This is an optimization exercise on Yosys and OpenROAD, whose aim is small area, a short achievable clock period and few clock cycles per item, not a production implementation.
The RTL was checked by simulation tests, not by an equivalence proof against the original design.
Power and IR drop assume default switching activity.

## M_accelerator_wrapper
module M_accelerator_wrapper (
    input  wire        clk_i,
    input  wire        rst_i,
    input  wire [6:0]  opcode_i,
    input  wire [2:0]  funct3_i,
    input  wire [6:0]  funct7_i,
    input  wire [31:0] op_A_i,
    input  wire [31:0] op_B_i,
    output wire [31:0] result_o,
    output wire        stall_o,
    output wire        division_by_zero_o
);
    localparam ST_MUL  = 2'd0;
    localparam ST_PREP = 2'd1;
    localparam ST_STEP = 2'd2;
    localparam ST_FIX  = 2'd3;
    localparam OS_LO = 2'd0;
    localparam OS_HI = 2'd1;
    localparam OS_R  = 2'd2;
    reg        busy_q;
    reg [1:0]  st_q;
    reg [4:0]  oh_q;     
    reg [3:0]  bo_q;     
    reg [3:0]  bt_q;
    reg [3:0]  bn_q;
    reg [3:0]  cnt_q;    
    reg        frem_q;
    reg        fneg_q;
    reg        dbz_q;
    reg        dpos_q;   
    reg [1:0]  osel_q;
    reg [32:0] a_q;      
    reg [34:0] b_q;      
    reg [63:0] p_q;      
    wire       is_m, is_mul, a_neg, b_neg, b_zero, early, swap;
    wire [4:0] top_a, top_b;
    m_issue ISSUE (
        .opcode_i (opcode_i),
        .funct3_i (funct3_i),
        .funct7_i (funct7_i),
        .op_A_i   (op_A_i),
        .op_B_i   (op_B_i),
        .is_m     (is_m),
        .is_mul   (is_mul),
        .a_neg    (a_neg),
        .b_neg    (b_neg),
        .b_zero   (b_zero),
        .early    (early),
        .swap     (swap),
        .top_a    (top_a),
        .top_b    (top_b)
    );
    wire [40:0] ax = {{8{a_neg}}, op_A_i, 1'b0};
    wire [40:0] bx = {{8{b_neg}}, op_B_i, 1'b0};
    wire [40:0] mx = {{8{b_q[32]}}, b_q[31:0], 1'b0};
    wire [8:0]  chunk_issue = swap ?
        (({9{top_a[4]}} & ax[40:32]) | ({9{top_a[3]}} & ax[32:24]) | ({9{top_a[2]}} & ax[24:16]) |
  ...
For scale: about 5400 cells after synthesis, ~160 flip-flops, ~120 I/O pins, ~31000 um2 of cells after synthesis.
Settings: LEC_CHECK=0, ABC_AREA=1, CAP_MARGIN=20, CORE_MARGIN=2, CORE_UTILIZATION=45, SETUP_SLACK_MARGIN=5, SLEW_MARGIN=20, TNS_END_PERCENT=0; clock period 10.0 ns.
standard.sh (not shown) runs the stock make flow with config.mk's settings and CLKGATE_MAP_FILE= SYNTH_SCRIPT=/design/flow/synth_recipe.tcl, a recipe that flattens the netlist after the stock synthesis.
==> flow/flow/run.sh <==
#!/bin/bash
# The standard layout with two changes to how it is made: the port buffers
# are buf_2 instead of the slow delay buffer buffer_ports picks by default,
# and synthesis leaves adders to abc instead of mapping them to the
# library's full/half-adder cells (registers are untouched by either).
set -euo pipefail
bash standard.sh "BUFFER_PORTS_ARGS=-buffer_cell sky130_fd_sc_hd__buf_2" "ADDER_MAP_FILE=" finish > flow_standard.log 2>&1
The baseline went through all stages and came out clean.
Testbench counts at the start, summed over its fixed seeds: cycles 11,867, ops 3,200.
Next try:
Settings changed: CORE_UTILIZATION 45 to 30.
Synthesized area is unchanged.
Critical path depth decreases by 3.
Clock skew hardly moves.
Worst hold slack loses 0.019 ns.
Cell area increases by 1.4%.
Setup slack improves by 0.11 ns.

---

M_accelerator_wrapper, a different RTL version from the one above (not shown whole).
Size: roughly 4100 cells after synthesis, roughly 120 I/O pins, roughly 28000 sq um of cells after synthesis.
==> flow/design.v (excerpt) <==
module M_accelerator_wrapper (
    input  wire        clk_i,
    input  wire        rst_i,
    input  wire [6:0]  opcode_i,
    input  wire [2:0]  funct3_i,
    input  wire [6:0]  funct7_i,
    input  wire [31:0] op_A_i,
    input  wire [31:0] op_B_i,
    output wire [31:0] result_o,
    output wire        stall_o,
    output wire        division_by_zero_o
);
    localparam ST_MUL  = 2'd0;
    localparam ST_PREP = 2'd1;
    localparam ST_STEP = 2'd2;
    localparam ST_FIX  = 2'd3;
    localparam OS_LO = 2'd0;
    localparam OS_HI = 2'd1;
    localparam OS_R  = 2'd2;
    reg        busy_q;
    reg [1:0]  st_q;
    reg [4:0]  oh_q;     
    reg [3:0]  bo_q;     
    reg [3:0]  bt_q;
    reg [3:0]  bn_q;
    reg [3:0]  cnt_q;    
    reg        frem_q;
    reg        fneg_q;
    reg        dbz_q;
    reg [1:0]  osel_q;
    reg [32:0] a_q;      
    reg [34:0] b_q;      
    reg [63:0] p_q;      
    wire       is_m, is_mul, a_neg, b_neg, b_zero, early, swap;
    wire [4:0] top_a, top_b;
    m_issue ISSUE (
        .opcode_i (opcode_i),
        .funct3_i (funct3_i),
        .funct7_i (funct7_i),
        .op_A_i   (op_A_i),
        .op_B_i   (op_B_i),
        .is_m     (is_m),
        .is_mul   (is_mul),
        .a_neg    (a_neg),
        .b_neg    (b_neg),
        .b_zero   (b_zero),
        .early    (early),
        .swap     (swap),
        .top_a    (top_a),
        .top_b    (top_b)
    );
    wire [40:0] ax = {{8{a_neg}}, op_A_i, 1'b0};
    wire [40:0] bx = {{8{b_neg}}, op_B_i, 1'b0};
    wire [40:0] mx = {{8{b_q[32]}}, b_q[31:0], 1'b0};
    wire [8:0]  chunk_issue = swap ?
        (({9{top_a[4]}} & ax[40:32]) | ({9{top_a[3]}} & ax[32:24]) | ({9{top_a[2]}} & ax[24:16]) |
         ({9{top_a[1]}} & ax[16:8])  | ({9{top_a[0]}} & ax[8:0])) :
        (({9{top_b[4]}} & bx[40:32]) | ({9{top_b[3]}} & bx[32:24]) | ({9{top_b[2]}} & bx[24:16]) |
         ({9{top_b[1]}} & bx[16:8])  | ({9{top_b[0]}} & bx[8:0]));
    wire [8:0]  chunk_next = ({9{oh_q[4]}} & mx[32:24]) | ({9{oh_q[3]}} & mx[24:16]) |
                             ({9{oh_q[2]}} & mx[16:8])  | ({9{oh_q[1]}} & mx[8:0]);
    wire [8:0]  chunk = busy_q ? chunk_next : chunk_issue;
  ...
export LEC_CHECK = 0
export ABC_AREA = 1
export CAP_MARGIN = 20
export CORE_MARGIN = 2
export CORE_UTILIZATION = 45
export SETUP_SLACK_MARGIN = 5
export SLEW_MARGIN = 20
export TNS_END_PERCENT = 0
create_clock -name core_clock -period 10.0 [get_ports {clk_i}]
==> flow/flow/run.sh <==
#!/bin/bash
# The standard layout, with the port buffers made from buf_2 instead of the
# cell buffer_ports picks by default (a slow delay buffer on sky130hd).
set -euo pipefail
bash standard.sh "BUFFER_PORTS_ARGS=-buffer_cell sky130_fd_sc_hd__buf_2" finish > flow_standard.log 2>&1
The baseline finished with timing, DRC and antenna clean.
Testbench counts at the start, summed over its fixed seeds: cycles 11,867, ops 3,200.
Rerun with:
==> flow/run.sh (new file) <==
#!/bin/bash
# synth_recipe.tcl (not shown) runs the flow's synth.tcl, then flattens the netlist and writes it again
# the make line also repeats each setting of config.mk as NAME=value (left out here)
make -C /OpenROAD-flow-scripts/flow DESIGN_CONFIG=/design/flow/config.mk WORK_HOME=/design/flow/orfs CLKGATE_MAP_FILE= SYNTH_SCRIPT=/design/flow/synth_recipe.tcl finish
CORE_UTILIZATION = 50   (was 45)
PLACE_DENSITY = 0.7   (was default)
removed: flow/flow/run.sh
removed: flow/standard.sh
Total power drops by 6.3%.
Design area climbs by 0.90%.
First-iteration DRC count climbs by 21%.
Clock power drops by 2.7%.
Count of clock-buffer cells in the layout climbs by 2.
Wire length drops by 3.5%.
Utilization climbs by 6.4 points.
Worst setup slack degrades by 0.22 ns.
Synthesized cell count stays the same.
Global-route usage climbs by 3.8 points.
Rerun with:
CORE_UTILIZATION = 45   (was 50)
PLACE_DENSITY = default   (was 0.7)
SETUP_SLACK_MARGIN = 4   (was 5)
After rerunning: The new run went through all stages and came out clean; via count fell by 0.99%; cell area rose by 1.7%; power rose by 7.5%; register-to-register slack improves by 0.37 ns; wire length rose by 4.1%; first-iteration DRC count fell by 11%; synthesized area stays the same; worst setup slack improves by 0.36 ns; fmax rose by 5.8%.
Rerun with:
ABC_AREA = default   (was 1)
SETUP_SLACK_MARGIN = 5   (was 4)
TNS_END_PERCENT = default   (was 0)
The new run completed with no timing, DRC or antenna violations.
Routed wire length grows by a few percent.
Total power grows by well over a third.
Utilization grows by 8.2 points.
Sequential share of layout area shrinks by 2.3 points.

## static timing again, ports no longer ideal
In the flow no input, the clock included, has a driving cell. The finished layouts below were timed again as built, in two steps. Step 1 assumes that a clkbuf_16 drives the clock port and a buf_2 every other input. Step 2, shift: input delay + t, output delay - t, t = (earliest + latest rising clock arrival at the registers) / 2. This alone moves slack from input paths to output paths. Slacks: no drivers / after step 1 / after step 2; pairs: no drivers / after step 1.
run | shift t [ns] | slack for setup (ns) | worst slew at a driven data input, ns
the first run of note 1 | 0.530 | 4.283 / 4.295 / 3.765 | 0.08
the second run of note 1 | 0.548 | 4.397 / 4.413 / 3.865 | 0.08
the first run of note 2 | 0.524 | 3.712 / 3.712 / 3.320 | 0.06
the second run of note 2 | 0.548 | 3.492 / 3.492 / 3.100 | 0.08
the third run of note 2 | 0.555 | 3.848 / 3.863 / 3.326 | 0.05
the fourth run of note 2 | 0.536 | 3.869 / 3.869 / 3.869 | 0.06
After both steps setup and hold are still met in every run listed. For the second run of note 1, which loses most, drivers alone change the setup slack by +0.016 ns; drivers and shift together by -0.532 ns.
